Source: an optimization exercise on an open RTL-to-GDS flow (aim: small area and a short achievable clock period). Production flows keep margins and buffers that such runs may drop. In this exercise RTL edits were held to simulation tests only and were not proved equivalent to the original. Power is estimated from default activity; no workload was simulated.

==> inputs of v38 <==
Design cpu, start of the top module:
module cpu(
    input clk,
    input reset,
    output [31:0] i_addr,
    input [31:0] i_data,
    output [31:0] dm_addr,
    output [31:0] dm_wdata,
    output dm_we,
    input [31:0] dm_rdata,
    output [31:0] PrAddr,
    output [31:0] PrWD,
    input [31:0] PrRD,
    output PrWE,
    input [7:2] HWInt
    );
reg [31:0] PC;
reg [31:0] IR_D, PC_D;
reg ExcF_D, slot_D;
reg [31:0] Rs_E, Rt_E, PC_E;
reg [15:0] imm_E;
reg aM_E, aW_E, aR_E, aS_E;
reg hM_E, hW_E, hR_E, hS_E;
reg bM_E, bW_E, bR_E, bXs_E, bXz_E, bXl_E, bX2_E, bZ_E;
reg oSum_E, oLog_E, oSh_E, oSlt_E, oSltu_E, oPC_E;
reg [3:0] lut_E;
reg sub_E, sll_E, sra_E, rot_E;
reg [4:0] A3_E;
reg wrS_E, movz_E;
reg [1:0] Tnew_E;
reg fMt_E, fWt_E;
reg DM_RE_E, DM_WE_E;
reg [2:0] DMOOp_E, DMIOp_E;
reg [1:0] WDsel_E;
reg eret_E, CP0_WE_E;
reg excEn_E;
reg [4:0] excCode_E;
reg ExcD_E, ExcDAdEL_E;
reg slot_E, pause_E;
reg ld_E, w_E, h_E, bh_E;
reg [31:0] ALUOut_M, Rt_M, PC_M;
reg [4:0] A3_M, rd_M;
reg wr_M, Tnew1_M, fWt_M;
reg DM_RE_M, DM_WE_M;
reg [2:0] DMOOp_M, DMIOp_M;
reg [1:0] WDsel_M;
reg eret_M, CP0_WE_M;
reg ExcD_M, excEn_M, sum32_M;
reg [4:0] ExcCode_EM;
reg slot_M, pause_M;
reg ld_M, w_M, h_M, bh_M;
reg [31:0] WD_W;
reg [4:0] A3_W;
reg wr_W, eret_W;
reg [31:0] SR, CAUSE, EPC, PrID;
reg [32*32-1:32] Rv;
reg [7:2] IntMask;
wire IntReq = |(IntMask & HWInt);
wire [1:0] NPCsel_D, NPCOp_D, ExtOp_D, ALUasel_D, ALUbsel_D, WDsel_D;
wire [3:0] CMPOp_D, ALUOp_D;
wire DM_RE_D, DM_WE_D, GRF_WE_D, eret_ctl_D, CP0_WE_D;
wire [2:0] DMOOp_D, DMIOp_D, A3sel_D;
wire [1:0] Tnew_D, Tuse_Rs_D, Tuse_Rt_D;
control Control(.IR(IR_D),
	.NPCsel(NPCsel_D), .ExtOp(ExtOp_D), .NPCOp(NPCOp_D), .CMPOp(CMPOp_D),
	.ALUasel(ALUasel_D), .ALUbsel(ALUbsel_D), .ALUOp(ALUOp_D),
	.DM_RE(DM_RE_D), .DM_WE(DM_WE_D), .DMOOp(DMOOp_D), .DMIOp(DMIOp_D),
	.A3sel(A3sel_D), .WDsel(WDsel_D), .GRF_WE(GRF_WE_D),
	.Tnew(Tnew_D), .Tuse_Rs(Tuse_Rs_D), .Tuse_Rt(Tuse_Rt_D),
	.eret(eret_ctl_D), .CP0_WE(CP0_WE_D));
wire Exc_D;
wire [4:0] ExcCode_D_unused;
exceptionD ExceptionD(.IR(IR_D), .Exc_D(Exc_D), .ExcCode_D(ExcCode_D_unused));
wire [5:0] op_D = IR_D[31:26];
  ...
==> flow/config.mk <==
export PLATFORM = sky130hd
export DESIGN_NAME = cpu
export DESIGN_NICKNAME = cpu
export VERILOG_FILES = /design/flow/design.v
export SDC_FILE = /design/flow/constraint.sdc
export NUM_CORES = 4
export LEC_CHECK = 0
export CAP_MARGIN = 20
export CORE_MARGIN = 2
export CORE_UTILIZATION = 40
export SLEW_MARGIN = 20
==> flow/constraint.sdc <==
create_clock -name core_clock -period 10.0 [get_ports {clk}]
set_input_delay 2.0000 -clock core_clock [delete_from_list [all_inputs] [get_ports {clk}]]
set_output_delay 2.0000 -clock core_clock [all_outputs]
set_load 0.01 [all_outputs]
standard.sh (not shown) runs the stock make flow with config.mk's settings and CLKGATE_MAP_FILE= SYNTH_SCRIPT=/design/flow/synth_recipe.tcl, a recipe that flattens the netlist after the stock synthesis.
==> flow/flow/run.sh <==
#!/bin/bash
set -euo pipefail
bash standard.sh MATCH_CELL_FOOTPRINT=0 SETUP_SLACK_MARGIN=5.6 finish > standard.log 2>&1
==> inputs of v18, as changes to v38 <==
--- a/flow/design.v
+++ b/flow/design.v
@@ -2015,14 +2015,13 @@
 reg [31:0] PC;
 reg [31:0] IR_D, PC_D;
 reg ExcF_D, slot_D;
 reg [31:0] Rs_E, Rt_E, PC_E;
 reg [15:0] imm_E;
 reg aM_E, aW_E, aR_E, aS_E;
-reg hM_E, hW_E, hR_E, hS_E;
-reg bM_E, bW_E, bR_E, bXs_E, bXz_E, bXl_E, bX2_E, bZ_E;
+reg bM_E, bW_E, bR_E, bXs_E, bXz_E, bXl_E, bX2_E;
 reg oSum_E, oLog_E, oSh_E, oSlt_E, oSltu_E, oPC_E;
 reg [3:0] lut_E;
 reg sub_E, sll_E, sra_E, rot_E;
 reg [4:0] A3_E;
 reg wrS_E, movz_E;
 reg [1:0] Tnew_E;
@@ -2049,14 +2048,13 @@
 reg ld_M, w_M, h_M, bh_M;
 reg [31:0] WD_W;
 reg [4:0] A3_W;
 reg wr_W, eret_W;
 reg [31:0] SR, CAUSE, EPC, PrID;
 reg [32*32-1:32] Rv;
-reg [7:2] IntMask;
-wire IntReq = |(IntMask & HWInt);
+wire IntReq = SR[0] & ~SR[1] & (|(SR[15:10] & HWInt));
 wire [1:0] NPCsel_D, NPCOp_D, ExtOp_D, ALUasel_D, ALUbsel_D, WDsel_D;
 wire [3:0] CMPOp_D, ALUOp_D;
 wire DM_RE_D, DM_WE_D, GRF_WE_D, eret_ctl_D, CP0_WE_D;
 wire [2:0] DMOOp_D, DMIOp_D, A3sel_D;
 wire [1:0] Tnew_D, Tuse_Rs_D, Tuse_Rt_D;
 control Control(.IR(IR_D),
@@ -2072,14 +2070,12 @@
 wire [5:0] op_D = IR_D[31:26];
 wire [5:0] fn_D = IR_D[5:0];
 wire [4:0] rs_D = IR_D[25:21];
 wire [4:0] rt_D = IR_D[20:16];
 wire [4:0] rd_D = IR_D[15:11];
 wire eret_D = IR_D == 32'b010000_1000_0000_0000_0000_0000_011000;
-wire [4:0] rs_F = i_data[25:21];
-wire [4:0] rt_F = i_data[20:16];
 wire cal_D  = (op_D == 6'b000000) ? (fn_D == 6'b100000 || fn_D == 6'b100010) : (op_D == 6'b001000);
 wire load_D = op_D == 6'b100011 || op_D == 6'b100000 || op_D == 6'b100100 || op_D == 6'b100001 || op_D == 6'b100101;
 wire save_D = op_D == 6'b101011 || op_D == 6'b101000 || op_D == 6'b101001;
 wire w_D    = op_D == 6'b101011 || op_D == 6'b100011;
 wire h_D    = op_D == 6'b101001 || op_D == 6'b100001 || op_D == 6'b100101;
 wire bh_D   = op_D == 6'b101001 || op_D == 6'b101000 || op_D == 6'b100001 || op_D == 6'b100101 || op_D == 6'b100000 || op_D == 6'b100100;
@@ -2094,21 +2090,20 @@
 reg [31:0] RP1_D, RP2_D;
 wire [31:0] GRF_RD1 = RP1_D;
 wire [31:0] GRF_RD2 = RP2_D;
 wire [31:0] fRt_E;
 wire wrE = wrS_E & (~movz_E | (fRt_E == 32'b0));
 wire [31:0] PC8_E = PC_E + 32'd8;
-reg sM_s, sW_s, sE_s, sM_t, sW_t, sE_t;
-wire mM_s = sM_s;
-wire mW_s = sW_s;
-wire mE_s = sE_s;
-wire mM_t = sM_t;
-wire mW_t = sW_t;
-wire mE_t = sE_t;
-wire mEd_s = wrE & (A3_E == rs_D);
-wire mEd_t = wrE & (A3_E == rt_D);
+wire mM_s = wr_M & (A3_M == rs_D);
+wire mW_s = wr_W & (A3_W == rs_D);
+wire mE_s = wrE  & (A3_E == rs_D);
+wire mM_t = wr_M & (A3_M == rt_D);
+wire mW_t = wr_W & (A3_W == rt_D);
+wire mE_t = wrE  & (A3_E == rt_D);
+wire [4:0] rs_F = i_data[25:21];
+wire [4:0] rt_F = i_data[20:16];
 wire [31:0] rdF1 = (wr_W & (A3_W == rs_F)) ? WD_W : grf_read(rs_F);
 wire [31:0] rdF2 = (wr_W & (A3_W == rt_F)) ? WD_W : grf_read(rt_F);
 always @(posedge clk) begin
 	RP1_D <= pause ? (mW_s ? WD_W : RP1_D) : rdF1;
 	RP2_D <= pause ? (mW_t ? WD_W : RP2_D) : rdF2;
 end
@@ -2140,14 +2135,14 @@
 	default: NPC_base = 32'b0;
 	endcase
 end
 wire take_br = ~eret_D & ~IntReq & (NPCsel_D == 2'd1) & (NPCOp_D == 2'd0) & Jump_D;
 wire [31:0] NPC = take_br ? BrT_D : NPC_base;
 wire eret_stall = eret_D & ((CP0_WE_E & (imm_E[15:11] == 5'd14)) | (CP0_WE_M & (rd_M == 5'd14)));
-wire stall_Rs = (mEd_s & (Tuse_Rs_D < Tnew_E)) | (mM_s & (Tuse_Rs_D < {1'b0, Tnew1_M}));
-wire stall_Rt = (mEd_t & (Tuse_Rt_D < Tnew_E)) | (mM_t & (Tuse_Rt_D < {1'b0, Tnew1_M}));
+wire stall_Rs = (mE_s & (Tuse_Rs_D < Tnew_E)) | (mM_s & (Tuse_Rs_D < {1'b0, Tnew1_M}));
+wire stall_Rt = (mE_t & (Tuse_Rt_D < Tnew_E)) | (mM_t & (Tuse_Rt_D < {1'b0, Tnew1_M}));
 wire pause = ~IntReq & (eret_stall | stall_Rs | stall_Rt);
 wire eret_nop = eret_D & ~pause;
 reg [4:0] A3c_D;
 always @(*) begin
 	case (A3sel_D)
 	0: A3c_D = rd_D;
@@ -2157,25 +2152,12 @@
 	4: A3c_D = rd_D;
 	5: A3c_D = 5'd31;
 	default: A3c_D = 5'd0;
 	endcase
 end
 wire wrS_D = GRF_WE_D & (A3c_D != 5'd0) & ((A3sel_D != 3'd5) | Jump_D);
-wire link_D = GRF_WE_D & (A3c_D != 5'd0) & (A3sel_D != 3'd5) & (Tnew_D == 2'd0);
-always @(posedge clk) begin
-	if (reset || IntReq || eret_nop) begin
-		sM_s <= 1'b0; sW_s <= 1'b0; sE_s <= 1'b0;
-		sM_t <= 1'b0; sW_t <= 1'b0; sE_t <= 1'b0;
-	end else if (pause) begin
-		sM_s <= mEd_s; sW_s <= wr_M & (A3_M == rs_D); sE_s <= 1'b0;
-		sM_t <= mEd_t; sW_t <= wr_M & (A3_M == rt_D); sE_t <= 1'b0;
-	end else begin
-		sM_s <= wrE & (A3_E == rs_F); sW_s <= wr_M & (A3_M == rs_F); sE_s <= link_D & (A3c_D == rs_F);
-		sM_t <= wrE & (A3_E == rt_F); sW_t <= wr_M & (A3_M == rt_F); sE_t <= link_D & (A3c_D == rt_F);
-	end
-end
 assign i_addr = PC;
 wire Exc_F = !(PC >= 32'h0000_3000 && PC <= 32'h0000_4FFF) || (PC[1:0] != 2'b00);
 always @(posedge clk) begin
 	if (reset)
 		PC <= 32'h0000_3000;
 	else if (!pause)
@@ -2192,41 +2174,35 @@
 		PC_D <= PC;
 		ExcF_D <= Exc_F;
 		slot_D <= NPCsel_D != 2'b0;
 	end
 end
 wire flushE = reset | IntReq | pause;
-wire shop_D = (ALUOp_D == 4'b0100) | (ALUOp_D == 4'b0101) | (ALUOp_D == 4'b0110) | (ALUOp_D == 4'b1101);
-wire fMs_n = mEd_s;
+wire fMs_n = wrE & (A3_E == rs_D);
 wire fWs_n = wr_M & (A3_M == rs_D);
-wire fMt_n = mEd_t;
+wire fMt_n = wrE & (A3_E == rt_D);
 wire fWt_n = wr_M & (A3_M == rt_D);
 always @(posedge clk) begin
 	Rs_E <= MF_RS_D;
 	Rt_E <= MF_RT_D;
 	imm_E <= IR_D[15:0];
 	aM_E <= (ALUasel_D == 2'd0) & fMs_n;
 	aW_E <= (ALUasel_D == 2'd0) & ~fMs_n & fWs_n;
 	aR_E <= (ALUasel_D == 2'd0) & ~fMs_n & ~fWs_n;
 	aS_E <= ALUasel_D == 2'd1;
-	hM_E <= shop_D & (ALUasel_D == 2'd0) & fMs_n;
-	hW_E <= shop_D & (ALUasel_D == 2'd0) & ~fMs_n & fWs_n;
-	hR_E <= shop_D & (ALUasel_D == 2'd0) & ~fMs_n & ~fWs_n;
-	hS_E <= shop_D & (ALUasel_D == 2'd1);
 	bM_E <= (ALUbsel_D == 2'd0) & fMt_n;
 	bW_E <= (ALUbsel_D == 2'd0) & ~fMt_n & fWt_n;
 	bR_E <= (ALUbsel_D == 2'd0) & ~fMt_n & ~fWt_n;
 	bXs_E <= (ALUbsel_D == 2'd1) & (ExtOp_D == 2'd0);
 	bXz_E <= (ALUbsel_D == 2'd1) & (ExtOp_D == 2'd1);
 	bXl_E <= (ALUbsel_D == 2'd1) & (ExtOp_D == 2'd2);
 	bX2_E <= (ALUbsel_D == 2'd1) & (ExtOp_D == 2'd3);
-	bZ_E <= (ALUbsel_D[1] == 1'b1) & ((ALUOp_D == 4'b0001) | (ALUOp_D == 4'b0111) | (ALUOp_D == 4'b1000));
 	oSum_E <= (ALUOp_D == 4'b0000) | (ALUOp_D == 4'b0001);
 	oLog_E <= (ALUOp_D == 4'b0010) | (ALUOp_D == 4'b0011) | (ALUOp_D == 4'b1001) |
 	          (ALUOp_D == 4'b1010) | (ALUOp_D == 4'b1011) | ((ALUOp_D == 4'b1100) & (ALUbsel_D != 2'd2));
-	oSh_E <= shop_D;
+	oSh_E <= (ALUOp_D == 4'b0100) | (ALUOp_D == 4'b0101) | (ALUOp_D == 4'b0110) | (ALUOp_D == 4'b1101);
 	oSlt_E <= ALUOp_D == 4'b0111;
 	oSltu_E <= ALUOp_D == 4'b1000;
 	oPC_E <= (ALUOp_D == 4'b1100) & (ALUbsel_D == 2'd2);
 	case (ALUOp_D)
 	4'b0010: lut_E <= 4'b1000;
 	4'b0011: lut_E <= 4'b1110;
@@ -2276,41 +2252,37 @@
 		slot_E <= slot_D;
 	end
 end
 assign fRt_E = fMt_E ? ALUOut_M : fWt_E ? WD_W : Rt_E;
 wire [31:0] ALUa = ({32{aM_E}} & ALUOut_M) | ({32{aW_E}} & WD_W) | ({32{aR_E}} & Rs_E) |
                    ({32{aS_E}} & {27'b0, imm_E[10:6]});
-wire [31:0] SX = {32{sub_E}};
-wire [31:0] ALUbx = ({32{bM_E}} & (ALUOut_M ^ SX)) | ({32{bW_E}} & (WD_W ^ SX)) | ({32{bR_E}} & (Rt_E ^ SX)) |
-                    ({32{bXs_E}} & ({{16{imm_E[15]}}, imm_E} ^ SX)) |
-                    ({32{bXz_E}} & ({16'b0, imm_E} ^ SX)) |
-                    ({32{bXl_E}} & ({imm_E, 16'b0} ^ SX)) |
-                    ({32{bX2_E}} & ({{14{imm_E[15]}}, imm_E, 2'b00} ^ SX)) |
-                    {32{bZ_E}};
+wire [31:0] ALUb = ({32{bM_E}} & ALUOut_M) | ({32{bW_E}} & WD_W) | ({32{bR_E}} & Rt_E) |
+                   ({32{bXs_E}} & {{16{imm_E[15]}}, imm_E}) |
+                   ({32{bXz_E}} & {16'b0, imm_E}) |
+                   ({32{bXl_E}} & {imm_E, 16'b0}) |
+                   ({32{bX2_E}} & {{14{imm_E[15]}}, imm_E, 2'b00});
 wire [32:0] sA = {ALUa[31], ALUa};
-wire [32:0] sB = {ALUbx[31], ALUbx};
+wire [32:0] sB = {ALUb[31], ALUb} ^ {33{sub_E}};
 wire [32:0] sum = sA + sB + {32'b0, sub_E};
 wire slt_r = sum[32];
-wire sltu_r = sum[32] ^ ALUa[31] ^ ALUbx[31] ^ sub_E;
+wire sltu_r = sum[32] ^ ALUa[31] ^ ALUb[31];
 function [31:0] rev32(input [31:0] x);
 	integer k;
 	begin
 		for (k = 0; k < 32; k = k + 1) rev32[k] = x[31 - k];
 	end
 endfunction
-wire [31:0] shLo = sll_E ? rev32(fRt_E) : fRt_E;
-wire [31:0] shHi = rot_E ? fRt_E : (sra_E ? {32{fRt_E[31]}} : 32'b0);
-wire [4:0] shamt = ({5{hM_E}} & ALUOut_M[4:0]) | ({5{hW_E}} & WD_W[4:0]) | ({5{hR_E}} & Rs_E[4:0]) |
-                   ({5{hS_E}} & imm_E[10:6]);
-wire [63:0] shF = {shHi, shLo} >> shamt;
+wire [31:0] shLo = sll_E ? rev32(ALUb) : ALUb;
+wire [31:0] shHi = rot_E ? ALUb : (sra_E ? {32{ALUb[31]}} : 32'b0);
+wire [63:0] shF = {shHi, shLo} >> ALUa[4:0];
 wire [31:0] shR = sll_E ? rev32(shF[31:0]) : shF[31:0];
 reg [31:0] logR;
 integer li;
 always @(*)
 	for (li = 0; li < 32; li = li + 1)
-		logR[li] = lut_E[{ALUa[li], ALUbx[li]}];
+		logR[li] = lut_E[{ALUa[li], ALUb[li]}];
 wire [31:0] ALU_Out = ({32{oSum_E}} & sum[31:0]) | ({32{oLog_E}} & logR) | ({32{oSh_E}} & shR) |
                       {31'b0, (oSlt_E & slt_r) | (oSltu_E & sltu_r)} | ({32{oPC_E}} & PC8_E);
 wire flushM = reset | IntReq;
 always @(posedge clk) begin
 	ALUOut_M <= ALU_Out;
 	Rt_M <= fRt_E;
@@ -2407,42 +2379,31 @@
 wire Exc = Exc_EM | Exc_M;
 wire [4:0] ExcCode = Exc_EM ? ExcCode_EM : ExcCode_M;
 wire slot = pause_M ? (pause_E ? slot_D : slot_E) : slot_M;
 wire [31:0] pcSel = pause_M ? (pause_E ? PC_D : PC_E) : PC_M;
 wire [31:0] epcNew = slot ? pcSel - 32'd4 : pcSel;
 wire CP0_WE = CP0_WE_M & ~IntReq;
-reg [31:0] SR_n;
-always @(*) begin
-	SR_n = SR;
-	if (reset)
-		SR_n = 32'h0000_ff11;
-	else if (CP0_WE && (RA == 5'd12))
-		SR_n = fRt_M;
-	if (eret_W)
-		SR_n[1] = 1'b0;
-	if (IntReq | Exc)
-		SR_n[1] = 1'b1;
-end
-always @(posedge clk) begin
-	SR <= SR_n;
-	IntMask <= SR_n[15:10] & {6{SR_n[0] & ~SR_n[1]}};
-end
 always @(posedge clk) begin
 	if (reset) begin
+		SR <= 32'h0000_ff11;
 		CAUSE <= 32'b0;
 		EPC <= 32'b0;
 		PrID <= "ZZYC";
 	end else if (CP0_WE) begin
+		if (RA == 5'd12) SR <= fRt_M;
 		if (RA == 5'd13) CAUSE <= fRt_M;
 		if (RA == 5'd14) EPC <= fRt_M;
 		if (RA == 5'd15) PrID <= fRt_M;
 	end
+	if (eret_W)
+		SR[1] <= 1'b0;
 	if (IntReq | Exc) begin
 		CAUSE[15:10] <= HWInt;
 		EPC <= epcNew;
 		if (slot) CAUSE[31] <= 1'b1;
+		SR[1] <= 1'b1;
 		CAUSE[6:2] <= IntReq ? 0 : ExcCode;
 		CAUSE[9:8] <= 2'b0;
 	end
 	if (eret_M)
 		CAUSE[31] <= 1'b0;
 end
==> flow/run.sh (new file) <==
#!/bin/bash
# synth_recipe.tcl (not shown) runs the flow's synth.tcl, then flattens the netlist and writes it again
# the make line also repeats each setting of config.mk as NAME=value (left out here)
make -C /OpenROAD-flow-scripts/flow DESIGN_CONFIG=/design/flow/config.mk WORK_HOME=/design/flow/orfs CLKGATE_MAP_FILE= SYNTH_SCRIPT=/design/flow/synth_recipe.tcl finish
--- a/flow/config.mk
+++ b/flow/config.mk
@@ -5,7 +5,8 @@
 export SDC_FILE = /design/flow/constraint.sdc
 export NUM_CORES = 4
 export LEC_CHECK = 0
 export CAP_MARGIN = 20
 export CORE_MARGIN = 2
 export CORE_UTILIZATION = 40
+export SETUP_SLACK_MARGIN = 5
 export SLEW_MARGIN = 20
removed: flow/flow/run.sh
removed: flow/standard.sh
==> run notes <==
| item | v18 | v38 |
|---|---|---|
| Outcome | complete, no violations | complete, no violations |
| Overall routed net length | 471000 um | 489600 um |
| Initial cell density of the core | 0.4030 | 0.4027 |
| Highest Clock Rate | 179.5 MHz | 198.6 MHz |
| Proportion of synthesized chip area in sequential cells | 0.5211 | 0.5132 |
| CTS buffer count | 174 | 176 |
| Fraction of layout cells with a size suffix above 1 | 0.1603 | 0.1997 |
| Gate Count Post-Synth | 7960 | 8141 |
| Worst-case headroom to the max-slew limit | 0.1570 | 0.1623 |
| Initial antenna violation count | 64 | 36 |
| Synth-to-layout area growth | 18.65% | 22.25% |
| Worst Setup Slack, final | 4.430 ns | 4.964 ns |
| Synth Register Bits | 1625 | 1642 |
| Part of the total power dissipated in sequential elements | 0.377 | 0.355 |
| Count of multi-input combinational gates | 5477 | 5524 |
| Area of combinational cells with multiple inputs | 38850 um^2 | 40550 um^2 |
| Seq. pwr | 10.7 mW | 10.6 mW |

-- afterwards: timing with drivers on the ports --
The flow's constraints put no driver on any port. The routed layouts listed below were extracted and timed again, unchanged, in two steps. Step 1, drivers: a clkbuf_16 drives clk and a buf_2 each remaining input, both assumed. Step 2 times the ports against the registers' clock, not the clock port: input delays grow and output delays shrink by t, the midpoint of the rising clock arrivals with the driver on. a / b / c = ideal ports / drivers / drivers and shift; a / b = the first two.
| run | shift t [ns] | setup slack, ns | worst setup path at the end | latest minus earliest clock arrival (ns) | worst data-port slew with drivers (ns) |
|---|---|---|---|---|---|
| v38 | 0.972 | 4.964 / 4.933 / 4.538 | input to register | 0.083 / 0.083 | 0.11 |
| v18 | 0.964 | 4.430 / 4.430 / 3.844 | input to register | 0.055 / 0.055 | 0.09 |
After both steps setup and hold are still met in every run listed. The setup slack of v18, which loses most, moves by 0.000 ns with the drivers and by -0.586 ns with both steps.
